Background: an optimization exercise with open tools, aiming at small area and a short achievable clock period. Do not read the settings as production practice. No run shown here included a check of the RTL's function; only the layout flow was run. Power figures rest on the tool's default switching activity, not on a simulated workload.

==> flow/design.v <==
package FPU_pkg;
    parameter F_LENGHT=16;
    parameter F_SIGN=1;
    parameter F_MANT=7;
    parameter F_EXP= 8;
    parameter F_EXP_BIAS=(2 ** (F_EXP-1))-1;
    parameter EXP_MAX= (2**F_EXP)-1;
    parameter INF_E_F			=	15'b111111110000000;  
	parameter SNAN_E_F			=	15'b111111110111111;  
	parameter QNAN_E_F			=	15'b111111111000000;  
	parameter ZERO_E_F			=	15'b000000000000000;  
endpackage 
import FPU_pkg::*;
module lampFPU_FMA( clk,rst,
sign_op1_i,mant_op1_i,exp_op1_i,isZ_op1_i,isInf_op1_i, isSNAN_op1_i, isQNAN_op1_i,
sign_op2_i,mant_op2_i,exp_op2_i,isZ_op2_i,isInf_op2_i, isSNAN_op2_i, isQNAN_op2_i,
sign_op3_i,mant_op3_i,exp_op3_i,isInf_op3_i, isSNAN_op3_i, isQNAN_op3_i,
doFMU_i,is_mult_sub_i,is_add_sub_i,  
res_sign_o,res_mant_o, res_exp_o,
is_Overflow_o,is_Underflow_o,is_to_round_o,valid_o
);
input clk,rst;
input [F_SIGN-1:0]          sign_op1_i;
input [(F_MANT-1)+1:0]      mant_op1_i;  
input [(F_EXP-1)+1:0]       exp_op1_i;
input                       isZ_op1_i;
input						isInf_op1_i;
input						isSNAN_op1_i;
input						isQNAN_op1_i;
input [F_SIGN-1:0]          sign_op2_i;
input [(F_MANT-1)+1:0]      mant_op2_i;  
input [(F_EXP-1)+1:0]       exp_op2_i;
input                       isZ_op2_i;
input						isInf_op2_i;
input						isSNAN_op2_i;
input						isQNAN_op2_i;
input [F_SIGN-1:0]          sign_op3_i;
input [(F_MANT-1)+1:0]      mant_op3_i;  
input [(F_EXP+1)-1:0]       exp_op3_i;
input						isInf_op3_i;
input						isSNAN_op3_i;
input						isQNAN_op3_i;
input                       doFMU_i;
input                       is_mult_sub_i;
input                       is_add_sub_i;
output logic [F_SIGN-1:0]          res_sign_o;
output logic [5+(F_MANT-1):0]      res_mant_o;  
output logic [F_EXP-1:0]           res_exp_o;
output logic                       is_Overflow_o;
output logic                       is_Underflow_o;
output logic                       is_to_round_o;
output logic                       valid_o;
	function automatic logic[3:0] FUNC_calcInfNanRes (
				input isMultSub_i, input isOpSub_i,
				input isZero_op1_i, isInf_op1_i,  input isSNan_op1_i, input isQNan_op1_i,
				input isZero_op2_i, isInf_op2_i,  input isSNan_op2_i, input isQNan_op2_i,
				input sign_mult_i,input sign_op3_i,
				input isInf_op3_i, input isSNan_op3_i, input isQNan_op3_i
			);
		logic realMult_sign,realOp3_sign;
		logic isNan_op1;
		logic isNan_op2;
		logic isNan_op3;
		logic isValidRes, isInfRes, isNanRes, signRes;
		isNan_op1 = isSNan_op1_i || isQNan_op1_i;
		isNan_op2 = isSNan_op2_i || isQNan_op2_i;
		isNan_op3 = isSNan_op3_i || isQNan_op3_i;
		isNanRes = 0; isInfRes = 0; signRes = 0;
		realMult_sign   = sign_mult_i ^ isMultSub_i;
		realOp3_sign 	= sign_op3_i ^ isOpSub_i;
		isValidRes 		= (isZero_op1_i|| isZero_op2_i ||isInf_op1_i || isInf_op2_i ||isInf_op3_i|| isNan_op1 || isNan_op2||isNan_op3) ? 1 : 0;
		if (isNan_op1)
		begin  
			isInfRes = 0; isNanRes = 1; signRes = sign_mult_i;
		end
		else if (isNan_op2)
		begin
			isInfRes = 0; isNanRes = 1; signRes = sign_mult_i;
		end
		else if (isNan_op3)
		begin
			isInfRes = 0; isNanRes = 1; signRes = sign_op3_i;
		end
		else  
		begin
			case({isZero_op1_i,isZero_op2_i,isInf_op1_i,isInf_op2_i,realMult_sign,realOp3_sign,isInf_op3_i})
			     7'b00_00_00_0:begin isNanRes = 0; isInfRes = 0; signRes = 0;   end
			     7'b00_00_00_1:begin isNanRes = 0; isInfRes = 1; signRes = 0;   end
			     7'b00_00_01_0:begin isNanRes = 0; isInfRes = 0; signRes = 0;   end
			     7'b00_00_01_1:begin isNanRes = 0; isInfRes = 1; signRes = 1;   end
			     7'b00_00_10_0:begin isNanRes = 0; isInfRes = 0; signRes = 0;   end
			     7'b00_00_10_1:begin isNanRes = 0; isInfRes = 1; signRes = 1;   end
			     7'b00_00_11_0:begin isNanRes = 0; isInfRes = 0; signRes = 0;   end
			     7'b00_00_11_1:begin isNanRes = 0; isInfRes = 1; signRes = 0;   end
			     7'b00_01_00_0:begin isNanRes = 0; isInfRes = 1; signRes = 0;   end
			     7'b00_01_00_1:begin isNanRes = 0; isInfRes = 1; signRes = 0;   end
			     7'b00_01_01_0:begin isNanRes = 0; isInfRes = 1; signRes = 0;   end
			     7'b00_01_01_1:begin isNanRes = 1; isInfRes = 0; signRes = 1;   end
			     7'b00_01_10_0:begin isNanRes = 0; isInfRes = 1; signRes = 1;   end
			     7'b00_01_10_1:begin isNanRes = 1; isInfRes = 0; signRes = 1;   end
			     7'b00_01_11_0:begin isNanRes = 0; isInfRes = 1; signRes = 1;   end
			     7'b00_01_11_1:begin isNanRes = 0; isInfRes = 1; signRes = 1;   end
			     7'b00_10_00_0:begin isNanRes = 0; isInfRes = 1; signRes = 0;   end
			     7'b00_10_00_1:begin isNanRes = 0; isInfRes = 1; signRes = 0;   end
			     7'b00_10_01_0:begin isNanRes = 0; isInfRes = 1; signRes = 0;   end
			     7'b00_10_01_1:begin isNanRes = 1; isInfRes = 0; signRes = 1;   end
				 7'b00_10_10_0:begin isNanRes = 0; isInfRes = 1; signRes = 1;   end
			     7'b00_10_10_1:begin isNanRes = 1; isInfRes = 0; signRes = 1;   end
			     7'b00_10_11_0:begin isNanRes = 0; isInfRes = 1; signRes = 1;   end
			     7'b00_10_11_1:begin isNanRes = 0; isInfRes = 1; signRes = 1;   end
			     7'b00_11_00_0:begin isNanRes = 0; isInfRes = 1; signRes = 0;   end
			     7'b00_11_00_1:begin isNanRes = 0; isInfRes = 1; signRes = 0;   end
			     7'b00_11_01_0:begin isNanRes = 0; isInfRes = 1; signRes = 0;   end			     
			     7'b00_11_01_1:begin isNanRes = 1; isInfRes = 0; signRes = 1;   end
			     7'b00_11_10_0:begin isNanRes = 0; isInfRes = 1; signRes = 1;   end
			     7'b00_11_10_1:begin isNanRes = 1; isInfRes = 0; signRes = 1;   end
			     7'b00_11_11_0:begin isNanRes = 0; isInfRes = 1; signRes = 1;   end
			     7'b00_11_11_1:begin isNanRes = 0; isInfRes = 1; signRes = 1;   end
			     7'b01_00_00_0:begin isNanRes = 0; isInfRes = 0; signRes = 0;   end
			     7'b01_00_00_1:begin isNanRes = 0; isInfRes = 1; signRes = 0;   end
			     7'b01_00_01_0:begin isNanRes = 0; isInfRes = 0; signRes = 1;   end
			     7'b01_00_01_1:begin isNanRes = 0; isInfRes = 1; signRes = 1;   end
			     7'b01_00_10_0:begin isNanRes = 0; isInfRes = 0; signRes = 0;   end
			     7'b01_00_10_1:begin isNanRes = 0; isInfRes = 1; signRes = 0;   end
			     7'b01_00_11_0:begin isNanRes = 0; isInfRes = 0; signRes = 1;   end
			     7'b01_00_11_1:begin isNanRes = 0; isInfRes = 1; signRes = 1;   end
			     7'b01_01_00_0:begin isNanRes = 1; isInfRes = 0; signRes = 0;   end
			     7'b01_01_00_1:begin isNanRes = 1; isInfRes = 0; signRes = 0;   end
			     7'b01_01_01_0:begin isNanRes = 1; isInfRes = 0; signRes = 1;   end
			     7'b01_01_01_1:begin isNanRes = 0; isInfRes = 0; signRes = 1;   end
			     7'b01_01_10_0:begin isNanRes = 1; isInfRes = 0; signRes = 1;   end
			     7'b01_01_10_1:begin isNanRes = 1; isInfRes = 0; signRes = 0;   end
			     7'b01_01_11_1:begin isNanRes = 1; isInfRes = 0; signRes = 1;   end
			     7'b01_10_00_0:begin isNanRes = 1; isInfRes = 0; signRes = 0;   end
			     7'b01_10_00_1:begin isNanRes = 1; isInfRes = 0; signRes = 0;   end
			     7'b01_10_01_0:begin isNanRes = 1; isInfRes = 0; signRes = 1;   end
			     7'b01_10_01_1:begin isNanRes = 1; isInfRes = 0; signRes = 1;   end
			     7'b01_10_10_0:begin isNanRes = 1; isInfRes = 0; signRes = 1;   end
			     7'b01_10_10_1:begin isNanRes = 1; isInfRes = 0; signRes = 1;   end
			     7'b01_10_11_0:begin isNanRes = 1; isInfRes = 0; signRes = 1;   end
			     7'b01_10_11_1:begin isNanRes = 1; isInfRes = 0; signRes = 1;   end
			     7'b01_11_00_0:begin isNanRes = 1; isInfRes = 0; signRes = 0;   end
			     7'b01_11_00_1:begin isNanRes = 1; isInfRes = 0; signRes = 0;   end
			     7'b01_11_01_0:begin isNanRes = 1; isInfRes = 0; signRes = 1;   end
			     7'b01_11_01_1:begin isNanRes = 1; isInfRes = 0; signRes = 1;   end
			     7'b01_11_10_0:begin isNanRes = 1; isInfRes = 0; signRes = 1;   end
			     7'b01_11_10_1:begin isNanRes = 1; isInfRes = 0; signRes = 1;   end
			     7'b01_11_11_1:begin isNanRes = 1; isInfRes = 0; signRes = 1;   end
			     7'b10_00_00_0:begin isNanRes = 0; isInfRes = 0; signRes = 0;   end
			     7'b10_00_00_1:begin isNanRes = 0; isInfRes = 1; signRes = 0;   end
			     7'b10_00_01_0:begin isNanRes = 0; isInfRes = 0; signRes = 1;   end
			     7'b10_00_01_1:begin isNanRes = 0; isInfRes = 1; signRes = 1;   end
			     7'b10_00_10_0:begin isNanRes = 0; isInfRes = 0; signRes = 0;   end
			     7'b10_00_10_1:begin isNanRes = 0; isInfRes = 1; signRes = 0;   end
			     7'b10_00_11_0:begin isNanRes = 0; isInfRes = 0; signRes = 1;   end
			     7'b10_00_11_1:begin isNanRes = 0; isInfRes = 1; signRes = 1;   end
			     7'b10_01_00_0:begin isNanRes = 1; isInfRes = 0; signRes = 0;   end
			     7'b10_01_00_1:begin isNanRes = 1; isInfRes = 0; signRes = 0;   end
			     7'b10_01_01_0:begin isNanRes = 1; isInfRes = 0; signRes = 1;   end
			     7'b10_01_01_1:begin isNanRes = 1; isInfRes = 0; signRes = 1;   end
			     7'b10_01_10_0:begin isNanRes = 1; isInfRes = 0; signRes = 1;   end
			     7'b10_01_10_1:begin isNanRes = 1; isInfRes = 0; signRes = 1;   end
			     7'b10_01_11_0:begin isNanRes = 1; isInfRes = 0; signRes = 1;   end
			     7'b10_01_11_1:begin isNanRes = 1; isInfRes = 0; signRes = 1;   end
			     7'b10_10_00_0:begin isNanRes = 1; isInfRes = 0; signRes = 0;   end
			     7'b10_10_00_1:begin isNanRes = 1; isInfRes = 0; signRes = 0;   end
			     7'b10_10_01_0:begin isNanRes = 1; isInfRes = 0; signRes = 1;   end
			     7'b10_10_01_1:begin isNanRes = 1; isInfRes = 0; signRes = 1;   end
			     7'b10_10_10_0:begin isNanRes = 1; isInfRes = 0; signRes = 1;   end
			     7'b10_10_10_1:begin isNanRes = 1; isInfRes = 0; signRes = 1;   end
			     7'b10_10_11_0:begin isNanRes = 1; isInfRes = 0; signRes = 1;   end
			     7'b10_10_11_1:begin isNanRes = 1; isInfRes = 0; signRes = 1;   end
			     7'b10_11_00_0:begin isNanRes = 1; isInfRes = 0; signRes = 0;   end
			     7'b10_11_00_1:begin isNanRes = 1; isInfRes = 0; signRes = 0;   end
			     7'b10_11_01_0:begin isNanRes = 1; isInfRes = 0; signRes = 1;   end
			     7'b10_11_01_1:begin isNanRes = 1; isInfRes = 0; signRes = 1;   end
			     7'b10_11_10_0:begin isNanRes = 1; isInfRes = 0; signRes = 1;   end
			     7'b10_11_10_1:begin isNanRes = 1; isInfRes = 0; signRes = 1;   end
			     7'b10_11_11_0:begin isNanRes = 1; isInfRes = 0; signRes = 1;   end
			     7'b10_11_11_1:begin isNanRes = 1; isInfRes = 0; signRes = 1;   end
			     7'b11_00_00_0:begin isNanRes = 0; isInfRes = 0; signRes = 0;   end
			     7'b11_00_00_1:begin isNanRes = 0; isInfRes = 1; signRes = 0;   end
			     7'b11_00_01_0:begin isNanRes = 0; isInfRes = 0; signRes = 1;   end
			     7'b11_00_01_1:begin isNanRes = 0; isInfRes = 1; signRes = 1;   end
			     7'b11_00_10_0:begin isNanRes = 0; isInfRes = 0; signRes = 0;   end
			     7'b11_00_10_1:begin isNanRes = 0; isInfRes = 1; signRes = 0;   end
			     7'b11_00_11_0:begin isNanRes = 0; isInfRes = 0; signRes = 1;   end
			     7'b11_00_11_1:begin isNanRes = 0; isInfRes = 1; signRes = 1;   end
			     7'b11_01_00_0:begin isNanRes = 1; isInfRes = 0; signRes = 0;   end
			     7'b11_01_00_1:begin isNanRes = 1; isInfRes = 0; signRes = 0;   end
			     7'b11_01_01_0:begin isNanRes = 1; isInfRes = 0; signRes = 1;   end
			     7'b11_01_01_1:begin isNanRes = 1; isInfRes = 0; signRes = 1;   end
			     7'b11_01_10_0:begin isNanRes = 1; isInfRes = 0; signRes = 1;   end
			     7'b11_01_10_1:begin isNanRes = 1; isInfRes = 0; signRes = 1;   end
			     7'b11_01_11_0:begin isNanRes = 1; isInfRes = 0; signRes = 1;   end
			     7'b11_01_11_1:begin isNanRes = 1; isInfRes = 0; signRes = 1;   end
			     7'b11_10_00_0:begin isNanRes = 1; isInfRes = 0; signRes = 0;   end
			     7'b11_10_00_1:begin isNanRes = 1; isInfRes = 0; signRes = 0;   end
			     7'b11_10_01_0:begin isNanRes = 1; isInfRes = 0; signRes = 1;   end
			     7'b11_10_01_1:begin isNanRes = 1; isInfRes = 0; signRes = 1;   end
			     7'b11_10_10_0:begin isNanRes = 1; isInfRes = 0; signRes = 1;   end
			     7'b11_10_10_1:begin isNanRes = 1; isInfRes = 0; signRes = 1;   end
			     7'b11_10_11_1:begin isNanRes = 1; isInfRes = 0; signRes = 1;   end
			     7'b11_11_00_0:begin isNanRes = 1; isInfRes = 0; signRes = 0;   end
			     7'b11_11_00_1:begin isNanRes = 1; isInfRes = 0; signRes = 0;   end
			     7'b11_11_01_0:begin isNanRes = 1; isInfRes = 0; signRes = 1;   end
			     7'b11_11_01_1:begin isNanRes = 1; isInfRes = 0; signRes = 1;   end
			     7'b11_11_10_0:begin isNanRes = 1; isInfRes = 0; signRes = 1;   end
			     7'b11_11_10_1:begin isNanRes = 1; isInfRes = 0; signRes = 1;   end
			     7'b11_11_11_0:begin isNanRes = 1; isInfRes = 0; signRes = 1;   end
			     7'b11_11_11_1:begin isNanRes = 1; isInfRes = 0; signRes = 1;   end
			endcase
		end
		FUNC_calcInfNanRes = {isValidRes, isInfRes, isNanRes, signRes};
	endfunction    
logic [15:0] prod;
logic [8:0]  exp_prod;
logic signed [10:0] align;       
logic        op3_only;           
logic        mult_sign, do_sub;
logic [23:0] op3_al;
logic [8:0]  exp_pre;
logic        chk_valid, chk_inf, chk_nan, chk_sign, chk_spec;
logic [15:0] prod_r;             
logic [23:0] op3_r;              
logic        sub_r;              
logic        exp_gt_r;           
logic        exp_eq_r;           
logic [7:0]  exp_r;
logic        sign_gt_r, sign_le_r;   
logic        force_ff_r, nan_r, ovf_r, noround_r, valid_r;
always_comb begin
    mult_sign = sign_op1_i ^ sign_op2_i;
    prod      = mant_op1_i * mant_op2_i;
    exp_prod  = exp_op1_i + exp_op2_i - 9'd127;
    align     = $signed({2'b0, exp_prod}) - $signed({2'b0, exp_op3_i}) + 11'sd9;
    op3_only  = align < 0;
    if (op3_only)
        op3_al = {9'b0, mant_op3_i, 7'b0};
    else if (align > 23)
        op3_al = '0;
    else
        op3_al = {mant_op3_i, 16'b0} >> align[4:0];
    do_sub    = sign_op1_i ^ sign_op2_i ^ sign_op3_i ^ is_mult_sub_i ^ is_add_sub_i;
    exp_pre   = op3_only ? exp_op3_i : exp_prod;
    {chk_valid, chk_inf, chk_nan, chk_sign} = FUNC_calcInfNanRes(
        is_mult_sub_i, is_add_sub_i,
        isZ_op1_i, isInf_op1_i, isSNAN_op1_i, isQNAN_op1_i,
        isZ_op2_i, isInf_op2_i, isSNAN_op2_i, isQNAN_op2_i,
        mult_sign, sign_op3_i,
        isInf_op3_i, isSNAN_op3_i, isQNAN_op3_i);
    chk_spec  = chk_inf | chk_nan;
end
always_ff @(posedge clk) begin
    if (rst) begin
        prod_r     <= '0;
        op3_r      <= '0;
        sub_r      <= 1'b0;
        exp_gt_r   <= 1'b0;
        exp_eq_r   <= 1'b0;
        exp_r      <= '0;
        sign_gt_r  <= 1'b0;
        sign_le_r  <= 1'b0;
        force_ff_r <= 1'b0;
        nan_r      <= 1'b0;
        ovf_r      <= 1'b0;
        noround_r  <= 1'b0;
        valid_r    <= 1'b0;
    end else begin
        prod_r     <= op3_only ? 16'b0 : prod;
        op3_r      <= op3_al ^ {24{do_sub & ~op3_only}};
        sub_r      <= do_sub & ~op3_only;
        exp_gt_r   <= align > 9;
        exp_eq_r   <= align == 9;
        exp_r      <= exp_pre[7:0];
        sign_gt_r  <= chk_spec ? chk_sign : (mult_sign ^ is_mult_sub_i);
        sign_le_r  <= chk_spec ? chk_sign : (sign_op3_i ^ is_add_sub_i);
        force_ff_r <= chk_spec | exp_pre[8];
        nan_r      <= chk_nan & ~chk_inf;
        ovf_r      <= ~chk_spec & exp_pre[8];
        noround_r  <= chk_spec | chk_valid;
        valid_r    <= doFMU_i;
    end
end
logic        mult_gt;
logic [24:0] add_a, add_b, add_p, add_g, grp_g, grp_p, carry, sum;
logic [31:0] n0, n1, n2, n3, n4, n5;
logic [4:0]  lz;
logic        sum_zero;
logic signed [9:0] exp_adj;
logic        unf;
logic [11:0] mant_n;
logic [7:0]  exp_n;
always_comb begin
    mult_gt = exp_gt_r | (exp_eq_r & (prod_r[14:7] > (op3_r[14:7] ^ {8{sub_r}})));
    add_a = {9'b0, prod_r};
    add_b = {sub_r, op3_r};
    add_p = add_a ^ add_b;
    add_g = add_a & add_b;
    grp_g = add_g;
    grp_p = add_p;
    for (int l = 0; l < 5; l++)
        for (int i = 0; i < 25; i++)
            if ((i >> l) & 1) begin
                grp_g[i] = grp_g[i] | (grp_p[i] & grp_g[((i >> l) << l) - 1]);
                grp_p[i] = grp_p[i] & grp_p[((i >> l) << l) - 1];
            end
    carry[0] = sub_r & mult_gt;
    for (int i = 1; i < 25; i++)
        carry[i] = grp_g[i-1] | (sub_r & mult_gt & grp_p[i-1]);
    sum = add_p ^ carry ^ {sub_r & mult_gt, {24{sub_r & ~mult_gt}}};
    n0 = {sum[23:0], 8'b0};
    lz[4] = ~|n0[31:16]; n1 = lz[4] ? {n0[15:0], 16'b0} : n0;
    lz[3] = ~|n1[31:24]; n2 = lz[3] ? {n1[23:0], 8'b0}  : n1;
    lz[2] = ~|n2[31:28]; n3 = lz[2] ? {n2[27:0], 4'b0}  : n2;
    lz[1] = ~|n3[31:30]; n4 = lz[1] ? {n3[29:0], 2'b0}  : n3;
    lz[0] = ~n4[31];     n5 = lz[0] ? {n4[30:0], 1'b0}  : n4;
    sum_zero = ~n5[31];
    exp_adj  = sum_zero ? $signed({2'b0, exp_r}) : $signed({2'b0, exp_r}) + 10'sd9 - $signed({5'b0, lz});
    unf      = exp_adj < 0;
    mant_n   = {sum[24] & (lz == 5'd0), n5[31:22], |n5[21:17]};
    exp_n    = unf ? 8'b0 : exp_adj[7:0];
end
always_ff @(posedge clk) begin
    if (rst) begin
        res_sign_o     <= 1'b0;
        res_mant_o     <= '0;
        res_exp_o      <= '0;
        is_Overflow_o  <= 1'b0;
        is_Underflow_o <= 1'b0;
        is_to_round_o  <= 1'b0;
        valid_o        <= 1'b0;
    end else begin
        res_sign_o     <= mult_gt ? sign_gt_r : sign_le_r;
        res_mant_o     <= force_ff_r ? {nan_r, 11'b0} : mant_n;
        res_exp_o      <= force_ff_r ? 8'hff : exp_n;
        is_Overflow_o  <= ovf_r;
        is_Underflow_o <= ~force_ff_r & unf;
        is_to_round_o  <= ~noround_r;
        valid_o        <= valid_r;
    end
end
endmodule
==> flow/run.sh <==
#!/bin/bash
# synth_recipe.tcl (not shown) runs the flow's synth.tcl, then flattens the netlist and writes it again
# the make line also repeats each setting of config.mk as NAME=value (left out here)
make -C /OpenROAD-flow-scripts/flow DESIGN_CONFIG=/design/flow/config.mk WORK_HOME=/design/flow/orfs CLKGATE_MAP_FILE= SYNTH_SCRIPT=/design/flow/synth_recipe.tcl finish
==> flow/config.mk <==
export PLATFORM = sky130hd
export DESIGN_NAME = lampFPU_FMA
export DESIGN_NICKNAME = lampFPU_FMA
export VERILOG_FILES = /design/flow/design.v
export SDC_FILE = /design/flow/constraint.sdc
export NUM_CORES = 4
export LEC_CHECK = 0
export CAP_MARGIN = 20
export CORE_MARGIN = 2
export CORE_UTILIZATION = 40
export SETUP_SLACK_MARGIN = 5
export SLEW_MARGIN = 20
==> flow/constraint.sdc <==
create_clock -name core_clock -period 10.0 [get_ports {clk}]
set_input_delay 2.0000 -clock core_clock [delete_from_list [all_inputs] [get_ports {clk}]]
set_output_delay 2.0000 -clock core_clock [all_outputs]
set_load 0.01 [all_outputs]
==> results of run 1 <==
synth_stat cells (4+ instances only):
library cell  instances  share of area
nor4_1                8         0.0053
o21ai_0              45          0.024
or3_1                19          0.012
nor3_1               29          0.015
a41oi_1               4         0.0037
o31ai_1               6         0.0047
inv_1               119          0.047
and2_1               43          0.028
or2_2                 4         0.0026
a211o_1               4         0.0037
o211ai_1              9         0.0071
a21o_1               21          0.017
nand2b_1              8         0.0053
nor2b_1              13         0.0085
o21a_1                6         0.0047
xnor2_1              77          0.071
o31a_1               12          0.011
mux2_2                5         0.0059
and3_1               12         0.0079
a21boi_0              6         0.0047
o21bai_1             10         0.0079
buf_1                 4         0.0016
clkbuf_1             35          0.014
a31oi_1              18          0.012
dfxtp_1              83           0.17
fa_1                 40          0.084
a211oi_1             25          0.020
ha_1                102           0.13
or4_1                 6         0.0047
nor2_1               97          0.038
mux2i_1              12          0.013
nand4_1              12         0.0079
xor2_1               21          0.019
a21oi_1             103          0.054
buf_2                 8         0.0042
nand3_1              19          0.010
o211a_1               5         0.0053
nand4b_1              4         0.0037
nand2_1             101          0.040
o221ai_1              5         0.0046
logic make-up (layout without fill, tap and decap cells):
logic type | count (synthesis) | count (layout) | synth area share
AOI/OAI and AO/OA | 320 | 320 | 0.222
xor gates and xnor gates | 99 | 99 | 0.0918
adders and majority gates | 142 | 142 | 0.218
buffers and inverters | 169 | 343 | 0.0676
DFF | 83 | 83 | 0.174
muxes | 20 | 20 | 0.0256
and+or+nand+nor | 387 | 395 | 0.200
placed cells by master (no fill, tap or decap), types with 10 or more instances in the layout:
master	n
fa_1	36
or3_1	18
o21ai_1	13
ha_1	84
nand2_1	86
ha_4	17
inv_2	13
a21oi_1	67
xnor2_1	56
and2_1	34
o31a_1	12
buf_4	90
inv_1	104
o21ai_0	24
a21oi_2	29
xnor2_2	21
a211oi_1	22
mux2i_1	12
xor2_1	16
and3_1	10
nor2_1	91
buf_6	20
a21o_1	21
nor3_1	21
clkdlybuf4s50_1	69
buf_12	12
nand4_1	12
nor2b_1	12
a31oi_1	15
nand3_1	18
dfxtp_1	82
worst paths after layout:
check             depth (start not counted)       endpoint      start  slack, ps
hold reg to reg                           1  is_to_round_o  noround_r        380
setup / recovery                         31   res_exp_o[4]      sub_r       3790
setup reg to reg                         31   res_exp_o[4]      sub_r       3790
hold / removal                            1  is_to_round_o  noround_r        380
power by group:
group | internal, mW | switching (mW)
logic | 1.49 | 1.95
clock network | 0.223 | 0.154
registers | 0.417 | 0.0575
stage by stage:
stage | hold WS, ps | total power [mW] | cells | utilization | cell area [µm²]
finish | 381 | 4.28 | 1721 | 0.575 | 13400
global placement | 370 | 3.07 | 1592 | 0.476 | 11100
detailed placement | 372 | 3.06 | 1592 | 0.476 | 11100
global route | 384 | 4.59 | 1721 | 0.575 | 13400
CTS | 382 | 3.94 | 1685 | 0.545 | 12700
floorplan | 363 | 2.50 | 1220 | - | 10100
flip-flops by register name, indices dropped and copies added, names as in the netlist, 8 cells and up:
signal and cells:
res_exp_o 8, exp_r 8, op3_r 24, res_mant_o 12
prod_r 16
worst register-to-register path, delay by kind of cell, from the launching register on:
family | cells | cell delay [ps]
compound gates | 13 | 2680
xor+xnor | 1 | 130
fa+ha+maj | 4 | 960
buf+inv | 4 | 410
flops | 1 | 390
simple gates | 9 | 1520
cell type report:
type / count / area, µm² / area share
Multi-Input combinational cell: 976 / 8610 / 0.640
Clock buffer: 9 / 225 / 0.0167
Inverter: 122 / 483 / 0.0359
Timing Repair Buffer: 205 / 1950 / 0.145
Tap cell: 319 / 399 / 0.0297
Clock inverter: 7 / 110 / 0.00819
Sequential cell: 83 / 1670 / 0.124
routing by layer:
metal  global-route usage  up-vias
met4               0.0970        0
met3               0.0253       66
met2                0.382      269
met5                    0        -
met1                0.301     4502
li1                     -     4655
timing repair:
action                     CTS  global route
hold endpoints to repair     0             0
pin swaps                   70            79
setup endpoints to repair   73            73
gates resized for setup    260            85
gates cloned                 7             1
setup buffers               70            35
==> reports/results.tsv, run 1 <==
metric	value	unit
status	no timing/DRC/antenna violations	
critPathLaunchType	flop	
ios	95	
syn-cell-area	0.00953	mm²
die_x	158	µm
initial_utilization	0.407	
yosysUniqueCellTypes	78	
synth-edff-count	0	
ir_drop	0.000155	V
nFillCells	2107	
cts_hold_repair.buffers	0	
insertion_delay	360	ps
ys_seq_area_frac	0.174	
crit_arrival	6430	ps
setup_ws	3790	ps
finalMaxSlewViolations	0	
grt_pass1_vias	9013	
firstDrtPassIters	5	
die_area	0.0251	mm²
cts_buffer_depth	2	
worstPathRequired	10220	ps
fin_nets	1609	
tightest_slew	826	ps
path_clk_slew	80	ps
fin_crit_sh	0.621	
tns	0	ps
dr.max_layer_used	met4	
drcViolationCount	0	
grt_max_degree	50	
ys_ff_latch	83	
path_buf_inv	4	
path_class	flop to flop	
antennaDiodeCount	0	
wl_met1	13.0	mm
postRouteAntennaNets	0	
numCtsBuffers	9	
max_freq	0.161	GHz
synth_nets	1432	
die_h	158	µm
cp_top_family	compound AO/OA/AOI/OAI gates	
period_needed	6210	ps
cts.sinks	83	
cts_tree	done	
grt.total_usage	0.229	
drt_iter0_markers	647	
p_leak	5.69	nW
setup_viol	0	
gr-total-overflow	0	
fp.coreArea	0.0234	mm²
syn_area_per_cell	7.81	µm²
drt_wl_total	29.0	mm
hold_viol_final	0	
drive_gt1_frac	0.267	
crit_path_max_fanout	8	
grt_first_pass_wirelength	45.8	mm
ys_warn_count	1	
max_slew_margin	0.449	
power_per_cell_area	319	mW/mm²
dp_slack	2240	ps
synthFlopType	dfxtp_1	
antenna_found_initial	0	
wl_met2	13.8	mm
rows	56	
synth_cells	1220	
wl_per_cell	16.8	µm
routed_via_density	5.52	
dp_hpwl	21.1	mm
gp_congestion	0.938	
met3_length	1.11	mm
synthArstFlopShare	0	
drv_cap	0	
htreeDepth	3	
rsz0062_at_grt	true	
clockRootBuffer	clkbuf_16	
cpMaxStageDelayCell	or4_1	
vias	9492	
min_path_type	flop to flop	
cpPeakStageDelay	480	ps
end_kind	flop	
syn2layout_area_growth	41.2	%
io_buffers	94	
worst_clock_skew	15.7	ps
==> run 2, diff against run 1 <==
--- a/flow/config.mk
+++ b/flow/config.mk
@@ -8,5 +8,5 @@
 export CAP_MARGIN = 20
 export CORE_MARGIN = 2
 export CORE_UTILIZATION = 40
-export SETUP_SLACK_MARGIN = 5
+export SETUP_SLACK_MARGIN = 4
 export SLEW_MARGIN = 20
==> run 2 against run 1 <==
  * Global-route usage is 1.8 points lower
  * Largest power group unchanged
  * Clock-buffer cell count is the same
  * Critical path depth is 1 lower
  * Clock power shrank 3%
  * Synthesized area stayed put
  * Synthesized cell count unchanged
  * Routed wire length shrank 5.1%
  * Setup slack worse by 120 ps
  * Maximum frequency fell by 2.0%
  * Combinational power decreased by 9.9%
  * Core utilization down 3.7 points
  * Hold slack gained 2.8 ps
==> reports/results.tsv, run 2 <==
metric	value	unit
status	no timing/DRC/antenna violations	
syn_area_per_cell	7.81	µm²
dp_hpwl	20.3	mm
critPathLaunchType	flop	
power_frac_seq	0.120	
synth_nets	1432	
initial_utilization	0.407	
cts_tree	done	
syn-cell-area	0.00953	mm²
top_regs	op3_r: 24 flops, prod_r: 16 flops, res_mant_o: 12 flops	
yosysUniqueCellTypes	78	
grt_first_pass_wirelength	42.8	mm
endpoint	res_exp_o[5]	
p_leak	5.34	nW
synth.largest_area_cell	dfxtp_1	
drt_wl_total	27.5	mm
crit_cells	30	
firstDrtPassIters	5	
antenna_found_initial	0	
gr-total-overflow	0	
path_clk_slew	70	ps
synthArstFlopShare	0	
synth_common_cells	inv_1 (119), a21oi_1 (103), ha_1 (102)	
utilization	0.538	
crit_path_max_fanout	6	
drv_cap	0	
cpPeakStageDelay	410	ps
ys_ff_latch	83	
tightest_slew	860	ps
tns	0	ps
reg2reg_from	sub_r	
rows	56	
crit_arrival	6550	ps
postRouteAntennaNets	0	
syn2layout_area_growth	32.2	%
ys_seq_area_frac	0.174	
die_x	158	µm
regMostFlops	op3_r	
synthFlopType	dfxtp_1	
cts_hold_repair.buffers	0	
switching_share	0.504	
end_kind	flop	
finalMaxSlewViolations	0	
final_common_cell	inv_1	
power.total	3.93	mW
ir_drop	0.000185	V
grt_pass1_vias	8587	
max_slew_margin	0.423	
synth.most_common_cell	inv_1	
clkPwrFrac	0.093	
die_area	0.0251	mm²
fin_nets	1568	
fp.coreArea	0.0234	mm²
power_per_cell_area	312	mW/mm²
drcViolationCount	0	
synth-edff-count	0	
use_met1	0.285	
htreeDepth	3	
grt-busiest-layer	met2	
grt_util_met3	0.0261	
rsz0062_at_grt	true	
cts_buffer_depth	2	
routed_via_density	5.51	
p_sw	1.98	mW
stdcell_count	1680	
insertion_delay	350	ps
io_buffers	94	
crit_path_frequent_cell	o31a_1	
r2r_cells	30	
largest_reg_flops	24	
max_freq	0.158	GHz
antennaDiodeCount	0	
drt_iter0_markers	456	
numCtsBuffers	9	
cp_top_family	compound AO/OA/AOI/OAI gates	
gp_congestion	0.936	
min_path_type	flop to flop	
ios	95	
hold_viol_final	0	
synthTopCellsByArea	dfxtp_1 (17%), ha_1 (13%), fa_1 (8.4%), xnor2_1 (7.1%), a21oi_1 (5.4%)	
cts.sinks	83	
drive_gt1_frac	0.206	
ys_warn_count	1	
synth_cells	1220	
reg2reg_slack	3670	ps
period_needed	6330	ps
clockRootBuffer	clkbuf_16	
dp_cells	1594	
setup_viol	0	
grt_max_degree	50	
wl_per_cell	16.4	µm
die_h	158	µm
fin_crit_sh	0.633	
path_buf_inv	3	
grt.total_usage	0.211	
pwr-share-comb	0.787	
p_int	1.95	mW
yosysTopAreaCellShare	0.174	
cpMaxStageDelayCell	o211ai_1	
gr-usage-met2	0.356	
final_cell_mix	inv_1 (111), nor2_1 (94), nand2_1 (92), ha_1 (89), dfxtp_1 (82)	
timing.rr.end	res_exp_o[5]	
cp-startpoint	sub_r	
worst_clock_skew	9.52	ps
worstPathRequired	10220	ps
vias	9257	
path_class	flop to flop	
## run 2: cell counts after synthesis
No cell type changed its count.
## run 2: logic make-up (layout without fill, tap and decap cells)
logic type,count (synthesis),count (layout),share of synthesized area
adders and majority gates,142,142,0.218
DFF,83,83,0.174
and+or+nand+nor,387,391,0.200
muxes,20,20,0.0256
xor gates and xnor gates,99,99,0.0918
AOI/OAI and AO/OA,320,320,0.222
buffers and inverters,169,306,0.0676
## run 2: worst min-delay path by stage
| stage | startpoint | to | slack, ps | depth (start not counted) |
|---|---|---|---|---|
| 2_1_floorplan | noround_r | is_to_round_o | 360 | 1 |
| 3_3_place_gp | noround_r | is_to_round_o | 360 | 1 |
| 3_5_place_dp | noround_r | is_to_round_o | 370 | 1 |
| 4_1_cts | noround_r | is_to_round_o | 380 | 1 |
| 5_1_grt | noround_r | is_to_round_o | 430 | 1 |
| 6_report | noround_r | is_to_round_o | 380 | 1 |
## run 2: cell type report
class / instances / area (µm²)
Timing Repair Buffer: 168 / 1550
Sequential cell: 83 / 1670
Fill cell: 2209 / 10800
Clock buffer: 9 / 225
Tap cell: 319 / 399
Clock inverter: 7 / 98.8
Multi-Input combinational cell: 972 / 8170
Inverter: 122 / 483
## run 2: routing by layer
metal,vias up,wire length [µm]
li1,4553,-
met1,4351,12400
met2,285,13200
met3,68,1210
met4,0,685
met5,-,0
## run 2: power groups by stage
stage               sequential (mW)  combinational [mW]  clock [mW]
CTS                           0.472                2.71       0.370
global placement              0.479                2.46           0
floorplan                     0.471                1.91           0
global route                  0.481                3.37       0.384
detailed placement            0.480                2.45           0
finish                        0.471                3.09       0.364
## run 2: stage by stage
step           hold slack (ps)  area, µm²  worst slack, ps
2_1_floorplan              363       9670             3950
3_3_place_gp               365      10900             2420
3_5_place_dp               373      10900             2200
4_1_cts                    383      11800             3720
5_1_grt                    429      12600             3420
6_report                   384      12600             3670
## run 2: worst register-to-register path: cells and delay by family, from the launching register on
| kind | cells | cell delay, ps |
|---|---|---|
| flip-flops | 1 | 380 |
| XOR/XNOR | 2 | 260 |
| adder cells (fa/ha/maj) | 4 | 990 |
| AND/OR/NAND/NOR | 8 | 1280 |
| AO/OA/AOI/OAI | 13 | 2930 |
| buffers and inverters | 3 | 370 |
## run 2: timing repair
action / CTS / global route
resized for setup: 147 / 147
pin swaps: 41 / 69
endpoints found under the setup margin: 55 / 35
gates cloned: 2 / 2
buffers inserted: 35 / 31
==> run 3, diff against run 2 <==
--- a/flow/config.mk
+++ b/flow/config.mk
@@ -5,8 +5,9 @@
 export SDC_FILE = /design/flow/constraint.sdc
 export NUM_CORES = 4
 export LEC_CHECK = 0
+export ABC_AREA = 1
 export CAP_MARGIN = 20
 export CORE_MARGIN = 2
 export CORE_UTILIZATION = 40
-export SETUP_SLACK_MARGIN = 4
+export SETUP_SLACK_MARGIN = 3
 export SLEW_MARGIN = 20
==> run 3 against run 2 <==
  * Core utilization shrank 7.1 points
  * Maximum frequency shrank 2.8%
  * Die area grew 3.7%
  * Largest cell class unchanged
  * Still clean
  * Largest power group unchanged
==> reports/results.tsv, run 3 <==
metric	value	unit
final_cell_mix	nand2_1 (399), inv_1 (280), nor2_1 (133), ha_1 (102), clkdlybuf4s50_1 (94)	
grt_first_pass_wirelength	40.1	mm
drt_wl_total	23.7	mm
end_kind	flop	
dp_slack	2910	ps
status	no timing/DRC/antenna violations	
nFillCells	2554	
yosysTopAreaCellShare	0.168	
cts_hold_repair.buffers	0	
worstHoldEndpoint	is_to_round_o	
synthFlopType	dfxtp_1	
tightest_slew	988	ps
hold_viol_final	0	
timing.rr.end	res_exp_o[7]	
gr-total-overflow	0	
regMostFlops	op3_r	
switching_share	0.530	
antennaDiodeCount	0	
largest_reg_flops	24	
finalHoldWorstSlack	379	ps
ys_ff_latch	83	
max_slew_margin	0.337	
crit_arrival	6760	ps
synthTopCellsByArea	dfxtp_1 (17%), nand2_1 (15%), ha_1 (13%), inv_1 (11%), fa_1 (8.1%)	
worstHoldPathCells	1	
drv_cap	0	
htreeDepth	3	
routed_via_density	4.81	
rsz0062_at_grt	true	
min_path_type	flop to flop	
path_clk_slew	60	ps
period_needed	6520	ps
ys_warn_count	1	
antenna_found_initial	0	
drcViolationCount	0	
dp_hpwl	19.7	mm
yosysUniqueCellTypes	56	
drt_iter0_markers	440	
grt_max_degree	40	
synth_nets	1769	
grt.total_usage	0.186	
power_frac_seq	0.158	
synth_cells	1557	
min_from	noround_r	
grt_pass1_vias	8645	
synth.most_common_cell	nand2_1	
p_leak	6.06	nW
synth.largest_area_cell	dfxtp_1	
vias	9356	
synthArstFlopShare	0	
cts_tree	done	
rows	57	
worstPathRequired	10250	ps
regArea	0.00166	mm²
initial_utilization	0.406	
max_freq	0.153	GHz
utilization	0.467	
tns	0	ps
multiInputGateArea	0.00684	mm²
critPathLaunchType	input port	
clockRootBuffer	clkbuf_16	
synth-edff-count	0	
worst_clock_skew	7.31	ps
power_per_cell_area	258	mW/mm²
gp_congestion	0.907	
reg2reg_slack	3630	ps
fin_nets	1827	
io_buffers	94	
drive_gt1_frac	0.0549	
wl_per_cell	12.2	µm
synth_common_cells	nand2_1 (399), inv_1 (282), nor2_1 (134)	
pwr-share-comb	0.727	
top_regs	op3_r: 24 flops, prod_r: 16 flops, res_mant_o: 12 flops	
cts_buffer_depth	2	
syn2layout_area_growth	14.8	%
clkPwrFrac	0.115	
r2r_cells	41	
fp.coreArea	0.0243	mm²
syn_area_per_cell	6.35	µm²
post_cts_buffers	0	
ir_drop	0.000179	V
ios	95	
die_h	161	µm
die_x	161	µm
reg2reg_from	sub_r	
setup_ws	3480	ps
final_common_cell	nand2_1	
crit_path_max_fanout	8	
path_class	input port to flop	
cts_resized	0	
p_sw	1.55	mW
insertion_delay	350	ps
postRouteAntennaNets	0	
fin_crit_sh	0.652	
p_int	1.38	mW
die_area	0.0260	mm²
numCtsBuffers	9	
syn-cell-area	0.00988	mm²
firstDrtPassIters	5	
finalMaxSlewViolations	0	
setup_viol	0	
ys_seq_area_frac	0.168	
cts.sinks	83	
==> run 3: cell count changes after synthesis, sizes merged, moves of 19 or more <==
cell | before | now
or3 | 19 | 0
nand3 | 19 | 87
a211oi | 26 | 4
a21oi | 105 | 78
inv | 120 | 298
nand2 | 102 | 415
nor2 | 98 | 146
o21ai | 47 | 110
and2 | 43 | 0
xnor2 | 78 | 20
==> run 3: routing by layer <==
layer | vias up | GRT usage | part of all wire
li1 | 4990 | - | -
met1 | 4188 | 0.258 | 0.50
met2 | 155 | 0.311 | 0.46
met3 | 23 | 0.0167 | 0.035
met4 | 0 | 0.0483 | 0.014
met5 | - | 0 | 0
==> run 3: how the worst max path moves through the flow <==
stage | slack [ps] | depth (start not counted) | from | to
floorplan | 3900 | 42 | sub_r | res_exp_o[7]
global placement | 3040 | 26 | exp_op1_i[0] | op3_r[12]
detailed placement | 2910 | 26 | exp_op1_i[0] | op3_r[12]
CTS | 3150 | 43 | sub_r | res_exp_o[7]
global route | 2970 | 26 | exp_op1_i[0] | op3_r[10]
finish | 3480 | 24 | mant_op1_i[5] | prod_r[15]
==> run 3: final cells by class <==
type	instances	area share
Clock buffer	11	0.0214
Timing Repair inverter	1	0.000662
Clock inverter	5	0.00529
Sequential cell	83	0.146
Tap cell	324	0.0357
Inverter	301	0.101
Multi-Input combinational cell	1122	0.603
Timing Repair Buffer	97	0.0860
==> run 3: critical path: stages <==
cell             delay, ps
clkdlybuf4s50_1        680
nand2_1                130
fa_1                   520
fa_1                   550
inv_1                   50
fa_1                   470
inv_1                   50
fa_1                   470
inv_1                   40
ha_1                   290
nand2_1                 60
inv_1                   70
nor2_1                  40
o21ai_0                300
nand3_1                150
a21boi_0               240
o21ai_0                110
nand2_1                 80
nand2_1                 50
inv_1                   60
o21ai_0                 70
nand2_1                 80
a21oi_1                 60
o21a_1                 130
==> run 3: metrics by stage <==
stage / cells / power (mW) / cell area [µm²]
floorplan: 1557 / 2.17 / 9880
global placement: 1926 / 2.57 / 11000
detailed placement: 1926 / 2.58 / 11000
CTS: 1942 / 2.93 / 11300
global route: 1944 / 3.29 / 11300
finish: 1944 / 2.93 / 11300
==> run 3: cell families (layout without fill, tap and decap cells) <==
group                      after synthesis  count (layout)  share of synthesized area
and+or+nand+nor                        702             703                      0.306
buffers and inverters                  353             415                      0.142
AOI/OAI and AO/OA                      229             229                      0.130
adders and majority gates              142             142                      0.210
DFF                                     83              83                      0.168
xor gates and xnor gates                46              46                     0.0415
muxes                                    2               2                    0.00203
==> run 3: power by group through the flow <==
stage               clock network, mW  registers, mW  logic, mW
global route                    0.362          0.471       2.46
detailed placement                  0          0.469       2.11
CTS                             0.349          0.463       2.12
floorplan                           0          0.462       1.71
finish                          0.338          0.463       2.13
global placement                    0          0.470       2.10
==> run 4, diff against run 3 <==
--- a/flow/config.mk
+++ b/flow/config.mk
@@ -5,9 +5,8 @@
 export SDC_FILE = /design/flow/constraint.sdc
 export NUM_CORES = 4
 export LEC_CHECK = 0
-export ABC_AREA = 1
 export CAP_MARGIN = 20
 export CORE_MARGIN = 2
-export CORE_UTILIZATION = 40
+export CORE_UTILIZATION = 65
 export SETUP_SLACK_MARGIN = 3
 export SLEW_MARGIN = 20
==> run 4 against run 3 <==
  * Critical endpoint is now res_exp_o[6]
  * Global-route usage rose by 16 points
  * Sequential power rose by 4%
  * Die area fell by 40%
  * Highest routed layer unchanged
  * Critical path depth rose by 4
  * Largest power group unchanged
  * Sequential share of layout area rose by 0.12 points
==> reports/results.tsv, run 4 <==
metric	value	unit
status	no timing/DRC/antenna violations	
htreeDepth	3	
grt_first_pass_wirelength	45.1	mm
worst_clock_skew	9.86	ps
power_per_cell_area	317	mW/mm²
clkPwrFrac	0.090	
dr.max_layer_used	met4	
finalMaxSlewViolations	0	
wl_per_cell	19.0	µm
ys_warn_count	1	
reg2reg_slack	3150	ps
grt.total_usage	0.349	
synth_common_cells	inv_1 (119), a21oi_1 (103), ha_1 (102)	
critPathLaunchType	flop	
crit_path_max_fanout	19	
largest_reg_flops	24	
yosysUniqueCellTypes	78	
timing.rr.end	res_exp_o[6]	
ys_seq_area_frac	0.174	
antenna_found_initial	0	
tns	0	ps
synth_cells	1220	
ys_ff_latch	83	
crit_arrival	7030	ps
p_sw	1.91	mW
end_kind	flop	
min_from	noround_r	
fp.coreArea	0.0144	mm²
syn-cell-area	0.00953	mm²
worstHoldPathCells	1	
drive_gt1_frac	0.0800	
gr-total-overflow	0	
die_area	0.0156	mm²
rows	44	
routed_via_density	6.45	
initial_utilization	0.660	
wl_met2	13.9	mm
synth.most_common_cell	inv_1	
die_h	125	µm
stdcell_count	1497	
firstDrtPassIters	6	
synth_xor_area_frac	0.0918	
io_buffers	94	
fin_crit_sh	0.685	
cts_tree	done	
cts_buffer_depth	2	
synth_nets	1432	
wl_met1	10.7	mm
synth_compound_area_frac	0.222	
setup_viol	0	
vias	9655	
yosysTopAreaCellShare	0.174	
ir_drop	0.000194	V
p_leak	4.99	nW
drt_wl_total	28.4	mm
cpMaxStageDelayCell	or4_4	
grt_max_degree	50	
synth.largest_area_cell	dfxtp_1	
postRouteAntennaNets	0	
ios	95	
path_class	flop to flop	
switching_share	0.533	
synth-simple-area-share	0.200	
synthArstFlopShare	0	
fin_nets	1520	
gp_congestion	1.01	
final_common_cell	inv_1	
tightest_slew	942	ps
numCtsBuffers	9	
dp_cells	1456	
cts.sinks	83	
power_frac_seq	0.134	
hold_viol_final	0	
synth-edff-count	0	
max_freq	0.146	GHz
path_clk_slew	70	ps
synthTopCellsByArea	dfxtp_1 (17%), ha_1 (13%), fa_1 (8.4%), xnor2_1 (7.1%), a21oi_1 (5.4%)	
synthAdderAreaFrac	0.218	
power.total	3.58	mW
syn_area_per_cell	7.81	µm²
cpPeakStageDelay	610	ps
grt_pass1_vias	9244	
drcViolationCount	0	
rsz0062_at_grt	false	
syn2layout_area_growth	18.4	%
die_x	125	µm
r2r_cells	28	
top_regs	op3_r: 24 flops, prod_r: 16 flops, res_mant_o: 12 flops	
regMostFlops	op3_r	
min_path_type	flop to flop	
final_cell_mix	inv_1 (118), ha_1 (102), a21oi_1 (100), nand2_1 (99), nor2_1 (95)	
reg2reg_from	sub_r	
finalHoldWorstSlack	385	ps
antennaDiodeCount	0	
p_int	1.67	mW
drt_iter0_markers	867	
worstHoldEndpoint	is_to_round_o	
synth.area.mux_share	0.0256	
drv_cap	0	
dp_hpwl	21.0	mm
max_slew_margin	0.372	
worstPathRequired	10190	ps
met3_length	2.24	mm
synthFlopType	dfxtp_1	
clockRootBuffer	clkbuf_16	
synth_top_family_by_area	compound AO/OA/AOI/OAI gates	
insertion_delay	350	ps
pwr-share-comb	0.776	
period_needed	6850	ps
[run 4: area by class of cell]
type,instances,area [µm²]
Timing Repair Buffer,123,1180
Clock buffer,9,225
Fill cell,951,3150
Clock inverter,7,58.8
Tap cell,184,230
Multi-Input combinational cell,969,7450
Inverter,122,468
Sequential cell,83,1670
[run 4: worst max-delay path, delay by kind of cell, from the launching register on]
| kind | cells | cell delay [ps] |
|---|---|---|
| compound gates | 12 | 2650 |
| simple gates | 9 | 1920 |
| fa+ha+maj | 4 | 1130 |
| xor+xnor | 2 | 460 |
| flops | 1 | 390 |
| buf+inv | 1 | 110 |
[run 4: what timing repair did]
item,CTS,global route
setup endpoints to repair,9,17
hold buffers,0,0
setup buffers,14,10
cloned,0,1
pin swaps,3,12
gates resized for setup,21,37
[run 4: per-stage QoR]
stage / util / instance area (µm²) / setup WS (ps)
after floorplan: - / 9530 / 3250
after global placement: 0.731 / 10500 / 1710
after detailed placement: 0.731 / 10500 / 1420
after CTS: 0.764 / 11000 / 3010
after global routing: 0.782 / 11300 / 2950
final: 0.782 / 11300 / 3150
[run 4: worst max path at each step]
stage / startpoint / end / slack [ps]
3_3_place_gp: sub_r / res_exp_o[2] / 1710
4_1_cts: sub_r / res_exp_o[4] / 3010
5_1_grt: sub_r / res_exp_o[3] / 2950
3_5_place_dp: sub_r / res_exp_o[4] / 1420
2_1_floorplan: sub_r / res_exp_o[1] / 3250
6_report: sub_r / res_exp_o[6] / 3150
[run 4: power groups by stage]
| stage | clock (mW) | combinational (mW) | sequential (mW) |
|---|---|---|---|
| after global routing | 0.338 | 3.01 | 0.485 |
| final | 0.323 | 2.78 | 0.480 |
| after CTS | 0.322 | 2.54 | 0.476 |
| after detailed placement | 0 | 2.43 | 0.484 |
| after global placement | 0 | 2.39 | 0.482 |
| after floorplan | 0 | 1.82 | 0.469 |
[run 4: per-layer routing]
layer | global-route usage | up-vias
met3 | 0.0492 | 131
met4 | 0.169 | 0
met1 | 0.424 | 4523
li1 | - | 4467
met2 | 0.607 | 534
met5 | 0 | -
[run 4: cells by family after synthesis]
logic type,count (synthesis)
AND/OR/NAND/NOR,387
AO/OA/AOI/OAI,320
buffers and inverters,169
adder cells (fa/ha/maj),142
XOR/XNOR,99
flip-flops,83
multiplexers,20
==> run 5, diff against run 4 <==
--- a/flow/config.mk
+++ b/flow/config.mk
@@ -7,6 +7,6 @@
 export LEC_CHECK = 0
 export CAP_MARGIN = 20
 export CORE_MARGIN = 2
-export CORE_UTILIZATION = 65
-export SETUP_SLACK_MARGIN = 3
+export CORE_UTILIZATION = 40
+export SETUP_SLACK_MARGIN = 3.5
 export SLEW_MARGIN = 20
==> run 5 against run 4 <==
  * Global-route usage is 13 points lower
  * Final area is 5.7% higher
  * Final cell count is 10% higher
  * Via count is 5.4% lower
  * Maximum frequency is 6.1% higher
  * Non-clock buffer count is 18 higher
  * Synthesized area stayed put
  * Sequential share of layout area is 0.80 points lower
  * Clock-buffer cell count is 1 higher
  * Die area is 60% higher
  * Sequential power is 1% lower
  * Setup slack better by 400 ps
  * Critical endpoint is now res_exp_o[1]
  * Largest cell class unchanged
  * Largest power group unchanged
  * Highest routed layer unchanged
==> reports/results.tsv, run 5 <==
metric	value	unit
p_sw	1.91	mW
clkPwrFrac	0.093	
p_int	1.85	mW
drt_wl_total	26.7	mm
synth.largest_area_cell	dfxtp_1	
cp_top_family	compound AO/OA/AOI/OAI gates	
gp_congestion	0.925	
worstPathRequired	10220	ps
vias	9136	
final_common_cell	inv_1	
htreeDepth	3	
die_h	158	µm
worst_clock_skew	21.1	ps
grt_first_pass_wirelength	43.7	mm
numCtsBuffers	9	
wl_per_cell	16.1	µm
rows	56	
routed_via_density	5.53	
antenna_found_initial	0	
p_leak	5.14	nW
synth_cells	1220	
max_slew_margin	0.414	
dp_hpwl	20.5	mm
power_per_cell_area	315	mW/mm²
power_frac_seq	0.126	
clockRootBuffer	clkbuf_16	
cpPeakStageDelay	560	ps
crit_arrival	6670	ps
grt.total_usage	0.217	
status	no timing/DRC/antenna violations	
rsz0062_at_grt	true	
synth_xor_area_frac	0.0918	
r2r_cells	29	
min_path_type	flop to flop	
crit_path_max_fanout	7	
io_buffers	94	
synthArstFlopShare	0	
ys_seq_area_frac	0.174	
reg2reg_from	sub_r	
synthFlopType	dfxtp_1	
grt_max_degree	50	
insertion_delay	370	ps
gr-total-overflow	0	
reg2reg_slack	3550	ps
switching_share	0.508	
max_freq	0.155	GHz
die_x	158	µm
top_regs	op3_r: 24 flops, prod_r: 16 flops, res_mant_o: 12 flops	
power.total	3.76	mW
cts_tree	done	
syn-cell-area	0.00953	mm²
regMostFlops	op3_r	
tightest_slew	873	ps
final_cell_mix	inv_1 (118), ha_1 (100), nand2_1 (96), nor2_1 (95), a21oi_1 (89)	
ys_ff_latch	83	
path_clk_slew	70	ps
ys_warn_count	1	
fin_nets	1539	
synth_nets	1432	
path_buf_inv	2	
syn2layout_area_growth	25.2	%
fp.coreArea	0.0234	mm²
synthTopCellsByArea	dfxtp_1 (17%), ha_1 (13%), fa_1 (8.4%), xnor2_1 (7.1%), a21oi_1 (5.4%)	
period_needed	6450	ps
drt_iter0_markers	559	
ir_drop	0.000146	V
tns	0	ps
worstHoldPathCells	1	
grt_pass1_vias	8634	
largest_reg_flops	24	
utilization	0.510	
min_from	noround_r	
critPathLaunchType	flop	
drcViolationCount	0	
die_area	0.0251	mm²
syn_area_per_cell	7.81	µm²
postRouteAntennaNets	0	
firstDrtPassIters	5	
synth.area.mux_share	0.0256	
synth_common_cells	inv_1 (119), a21oi_1 (103), ha_1 (102)	
fin_crit_sh	0.645	
worstHoldEndpoint	is_to_round_o	
hold_viol_final	0	
cpMaxStageDelayCell	or4_4	
drv_cap	0	
cts.sinks	83	
yosysTopAreaCellShare	0.174	
initial_utilization	0.407	
finalMaxSlewViolations	0	
synth_top_family_by_area	compound AO/OA/AOI/OAI gates	
setup_viol	0	
pwr-share-comb	0.781	
synthAdderAreaFrac	0.218	
yosysUniqueCellTypes	78	
cts_hold_repair.buffers	0	
synth.most_common_cell	inv_1	
path_class	flop to flop	
drive_gt1_frac	0.134	
synth_compound_area_frac	0.222	
end_kind	flop	
cts_buffer_depth	2	
ios	95	
timing.rr.end	res_exp_o[1]	
antennaDiodeCount	0	
synth-edff-count	0	
synth-simple-area-share	0.200	
## run 5: worst reg2reg max path: cells and delay by family (launching register included)
family	cells	cell delay, ps
adders and majority gates	4	1030
and+or+nand+nor	9	1760
xor gates and xnor gates	2	330
buffers and inverters	2	260
DFF	1	390
AOI/OAI and AO/OA	12	2520
## run 5: kinds of logic after synthesis
family,after synthesis
simple gates,387
fa+ha+maj,142
xor+xnor,99
compound gates,320
buf+inv,169
mux,20
flops,83
## run 5: final cells by class
type,count,area (µm²)
Clock buffer,10,239
Multi-Input combinational cell,970,7800
Tap cell,319,399
Inverter,122,467
Sequential cell,83,1670
Fill cell,2344,11500
Timing Repair Buffer,141,1280
Clock inverter,6,72.6
## run 5: worst max path at each step
stage | end | cells after the start | slack, ps | from
floorplan | res_exp_o[1] | 31 | 3530 | sub_r
global placement | res_exp_o[1] | 29 | 1780 | sub_r
detailed placement | res_exp_o[1] | 29 | 1470 | sub_r
CTS | prod_r[15] | 22 | 3510 | mant_op1_i[3]
global route | res_exp_o[1] | 29 | 3310 | sub_r
finish | res_exp_o[1] | 29 | 3550 | sub_r
## run 5: power by group through the flow
stage	registers, mW	clock network (mW)	logic (mW)
after floorplan	0.470	0	1.83
after global placement	0.478	0	2.42
after detailed placement	0.478	0	2.41
after CTS	0.471	0.356	2.62
after global routing	0.484	0.369	3.23
final	0.473	0.350	2.94
## run 5: timing repair
item,4_1_cts,5_1_grt
gates cloned,1,2
pin swaps,10,44
buffers inserted,18,20
setup endpoints to repair,23,48
resized for setup,60,91
## run 5: layer usage
layer  up-vias  part of all wire  track usage
li1       4494                 -            -
met1      4330              0.46        0.297
met2       251              0.46        0.347
met3        61             0.045       0.0348
met4         0             0.030       0.0776
met5         -                 0            0
## run 5: metrics by stage
stage	setup slack (ps)	hold slack, ps	cell area [µm²]	instances
2_1_floorplan	3530	363	9530	1220
3_3_place_gp	1780	367	10700	1594
3_5_place_dp	1470	375	10700	1594
4_1_cts	3510	386	11400	1629
5_1_grt	3310	401	11900	1651
6_report	3550	384	11900	1651
==> run 6, diff against run 5 <==
==> flow/flow/run.sh (new file) <==
#!/bin/bash
# Standard layout, except that the port buffers are buf_1 cells instead of
# the delay-cell buffers buffer_ports picks by default. Every port still gets a buffer.
set -euo pipefail
bash standard.sh BUFFER_PORTS_ARGS="-buffer_cell sky130_fd_sc_hd__buf_1" finish > standard_make.log 2>&1
==> flow/standard.sh (new file) <==
#!/bin/bash
# synth_recipe.tcl (not shown) runs the flow's synth.tcl, then flattens the netlist and writes it again
# the make line also repeats each setting of config.mk as NAME=value (left out here)
make -C /OpenROAD-flow-scripts/flow DESIGN_CONFIG=/design/flow/config.mk WORK_HOME=/design/flow/orfs CLKGATE_MAP_FILE= SYNTH_SCRIPT=/design/flow/synth_recipe.tcl "${@:-finish}"
--- a/flow/config.mk
+++ b/flow/config.mk
@@ -5,8 +5,9 @@
 export SDC_FILE = /design/flow/constraint.sdc
 export NUM_CORES = 4
 export LEC_CHECK = 0
+export ABC_AREA = 1
 export CAP_MARGIN = 20
 export CORE_MARGIN = 2
 export CORE_UTILIZATION = 40
-export SETUP_SLACK_MARGIN = 3.5
+export SETUP_SLACK_MARGIN = 3
 export SLEW_MARGIN = 20
removed: flow/run.sh
==> run 6 against run 5 <==
  * Combinational power fell by 28%
  * Sequential power fell by 2%
  * Non-clock buffer count fell by 43
  * Core utilization fell by 6.7 points
  * Synthesized area rose by 3.8%
  * Clock-buffer cell count rose by 1
  * Global-route usage fell by 3.1 points
  * Critical path type is now input port to flop
  * Largest power group unchanged
==> reports/results.tsv, run 6 <==
metric	value	unit
firstDrtPassIters	5	
crit_cells	24	
antenna_found_initial	0	
numCtsBuffers	9	
fp.coreArea	0.0243	mm²
synth.largest_area_cell	dfxtp_1	
ios	95	
ys_warn_count	1	
initial_utilization	0.406	
htreeDepth	3	
synth_nets	1769	
path_clk_slew	60	ps
cts.sinks	83	
drt_iter0_markers	538	
synth_common_cells	nand2_1 (399), inv_1 (282), nor2_1 (134)	
fin_nets	1828	
gp_congestion	0.902	
crit_chain	buf_1 -> ha_1 -> ha_1 -> inv_1 -> fa_1 -> xnor2_1 -> ha_1 -> nand2_1 -> o21ai_0 -> a21oi_1 -> o21ai_0 -> a21oi_1 -> o21bai_1 -> xnor2_1 -> inv_1 -> nand2_1 -> nand2_1 -> buf_4 -> clkinv_1 -> nor2_4 -> clkinvlp_4 -> o21ai_0 -> inv_1 -> a211oi_1	
power_frac_seq	0.158	
rsz0062_at_grt	true	
worstPathRequired	10250	ps
setup_viol	0	
synth-edff-count	0	
die_x	161	µm
drv_cap	0	
synthTopCellsByArea	dfxtp_1 (17%), nand2_1 (15%), ha_1 (13%), inv_1 (11%), fa_1 (8.1%)	
syn_area_per_cell	6.35	µm²
clkPwrFrac	0.116	
timing.rr.end	res_exp_o[7]	
period_needed	6460	ps
yosysTopAreaCellShare	0.168	
ir_drop	0.000148	V
fin_crit_sh	0.646	
path_class	input port to flop	
grt_max_degree	39	
critPathLaunchType	input port	
syn-cell-area	0.00988	mm²
synth.most_common_cell	nand2_1	
pwr-share-comb	0.725	
p_int	1.33	mW
p_leak	5.82	nW
clockRootBuffer	clkbuf_16	
tightest_slew	639	ps
regMostFlops	op3_r	
gr-total-overflow	0	
drive_gt1_frac	0.0549	
vias	9430	
finalHoldWorstSlack	387	ps
hold_viol_final	0	
tns	0	ps
placed_cell_area	0.0104	mm²
finalMaxSlewViolations	0	
yosysUniqueCellTypes	56	
drt_wl_total	23.9	mm
design_area	0.0108	mm²
end_kind	flop	
dp_hpwl	19.8	mm
nFillCells	2605	
multiInputGateArea	0.00684	mm²
antennaDiodeCount	0	
synth_cells	1557	
insertion_delay	350	ps
synthArstFlopShare	0	
regArea	0.00166	mm²
routed_via_density	4.85	
r2r_cells	42	
synthFlopType	dfxtp_1	
cpMaxStageDelayCell	fa_1	
endpoint	op3_r[11]	
reg2reg_slack	3690	ps
cts_tree	done	
io_buffers	94	
cts_buffer_depth	2	
p_sw	1.59	mW
grt_pass1_vias	8718	
power.total	2.92	mW
path_buf_inv	7	
drcViolationCount	0	
grt_first_pass_wirelength	40.6	mm
cp_top_family	compound AO/OA/AOI/OAI gates	
crit_arrival	6710	ps
postRouteAntennaNets	0	
reg2reg_from	sub_r	
final_common_cell	nand2_1	
cpPeakStageDelay	410	ps
max_freq	0.155	GHz
cp-startpoint	exp_op1_i[1]	
status	no timing/DRC/antenna violations	
utilization	0.442	
largest_reg_flops	24	
rows	57	
syn2layout_area_growth	8.81	%
wl_per_cell	12.3	µm
worst_clock_skew	5.74	ps
ys_seq_area_frac	0.168	
power_per_cell_area	271	mW/mm²
die_area	0.0260	mm²
top_regs	op3_r: 24 flops, prod_r: 16 flops, res_mant_o: 12 flops	
crit_path_max_fanout	31	
die_h	161	µm
grt.total_usage	0.186	
final_cell_mix	nand2_1 (399), inv_1 (281), nor2_1 (133), ha_1 (102), buf_1 (94)	
switching_share	0.545	
ys_ff_latch	83	
min_path_type	flop to flop	
max_slew_margin	0.572	
==> run 6: cell types whose count changed in the layout (fill, tap and decap cells not counted), sizes merged, moves of 27 or more <==
cell           delta
o21ai            +63
inv             +178
nand2           +311
buf              +50
nand3            +69
xnor2            -58
and2             -43
a21oi            -27
nor2             +48
clkdlybuf4s50    -79
==> run 6: how the worst min path moves through the flow <==
| stage | startpoint | endpoint | depth (start not counted) |
|---|---|---|---|
| 2_1_floorplan | noround_r | is_to_round_o | 1 |
| 3_3_place_gp | noround_r | is_to_round_o | 1 |
| 3_5_place_dp | noround_r | is_to_round_o | 1 |
| 4_1_cts | noround_r | is_to_round_o | 1 |
| 5_1_grt | noround_r | is_to_round_o | 1 |
| 6_report | noround_r | is_to_round_o | 1 |
==> run 6: through the flow <==
stage,std cells,worst slack [ps]
2_1_floorplan,1557,3900
3_3_place_gp,1927,3070
3_5_place_dp,1927,2950
4_1_cts,1943,3300
5_1_grt,1945,2990
6_report,1945,3540
==> run 6: per-layer routing <==
metal | vias to the layer above | GRT usage | part of all wire
li1 | 4978 | - | -
met1 | 4262 | 0.262 | 0.49
met2 | 164 | 0.307 | 0.45
met3 | 26 | 0.0208 | 0.036
met4 | 0 | 0.0455 | 0.015
met5 | - | 0 | 0
==> run 6: cells by family after synthesis <==
kind of cell               count (synthesis)  synth area share
muxes                                      2           0.00203
AOI/OAI and AO/OA                        229             0.130
and+or+nand+nor                          702             0.306
buffers and inverters                    353             0.142
DFF                                       83             0.168
adders and majority gates                142             0.210
xor gates and xnor gates                  46            0.0415
==> run 6: power groups by stage <==
stage / sequential (mW) / combinational (mW) / clock [mW]
floorplan: 0.462 / 1.71 / 0
global placement: 0.469 / 2.08 / 0
detailed placement: 0.469 / 2.08 / 0
CTS: 0.463 / 2.10 / 0.348
global route: 0.469 / 2.45 / 0.361
finish: 0.462 / 2.11 / 0.339
==> run 6: what timing repair did <==
item / CTS / global route
setup endpoints to repair: 0 / 25
hold buffers: 0 / 0
gates resized for setup: 0 / 9
setup buffers: 0 / 0
==> run 6: area by class of cell <==
| cell class | instances | share of cell area |
|---|---|---|
| clock buffer | 11 | 0.0226 |
| clock inverter | 5 | 0.00558 |
| inverter | 301 | 0.106 |
| multi-input combinational | 1122 | 0.636 |
| sequential | 83 | 0.155 |
| tap | 324 | 0.0377 |
| timing repair buffer | 98 | 0.0362 |
| timing repair inverter | 1 | 0.000698 |

## separate check: timing with driven ports
Ports are ideal in the flow. The routed layouts listed here were re-timed in OpenROAD.
Step 1: set_driving_cell puts a clkbuf_16 on clk and a buf_2 on each other input, an assumption about the parent block.
Step 2 times the ports against the registers' clock, not the clock port: input delays grow and output delays shrink by t, the midpoint of the rising clock arrivals with the driver on.
Slacks: ideal ports / drivers / drivers and shift; pairs: ideal ports / drivers.
run | shift t [ns] | setup WS [ns] | worst setup path at the end | latest minus earliest clock arrival (ns) | cell pins on the clock port's net
run 1 | 0.399 | 3.791 / 3.791 / 3.791 | register to register | 0.020 / 0.020 | 1
run 2 | 0.396 | 3.667 / 3.667 / 3.667 | register to register | 0.012 / 0.011 | 1
run 3 | 0.388 | 3.484 / 3.501 / 3.113 | input to register | 0.008 / 0.008 | 1
run 4 | 0.383 | 3.154 / 3.154 / 2.990 | input to register | 0.011 / 0.010 | 1
run 5 | 0.402 | 3.550 / 3.550 / 3.435 | input to register | 0.022 / 0.022 | 1
run 6 | 0.390 | 3.542 / 3.564 / 3.174 | input to register | 0.005 / 0.006 | 1
After both steps setup and hold are still met in every run listed. The setup slack of run 3, which loses most, moves by +0.017 ns with the drivers and by -0.371 ns with both steps.
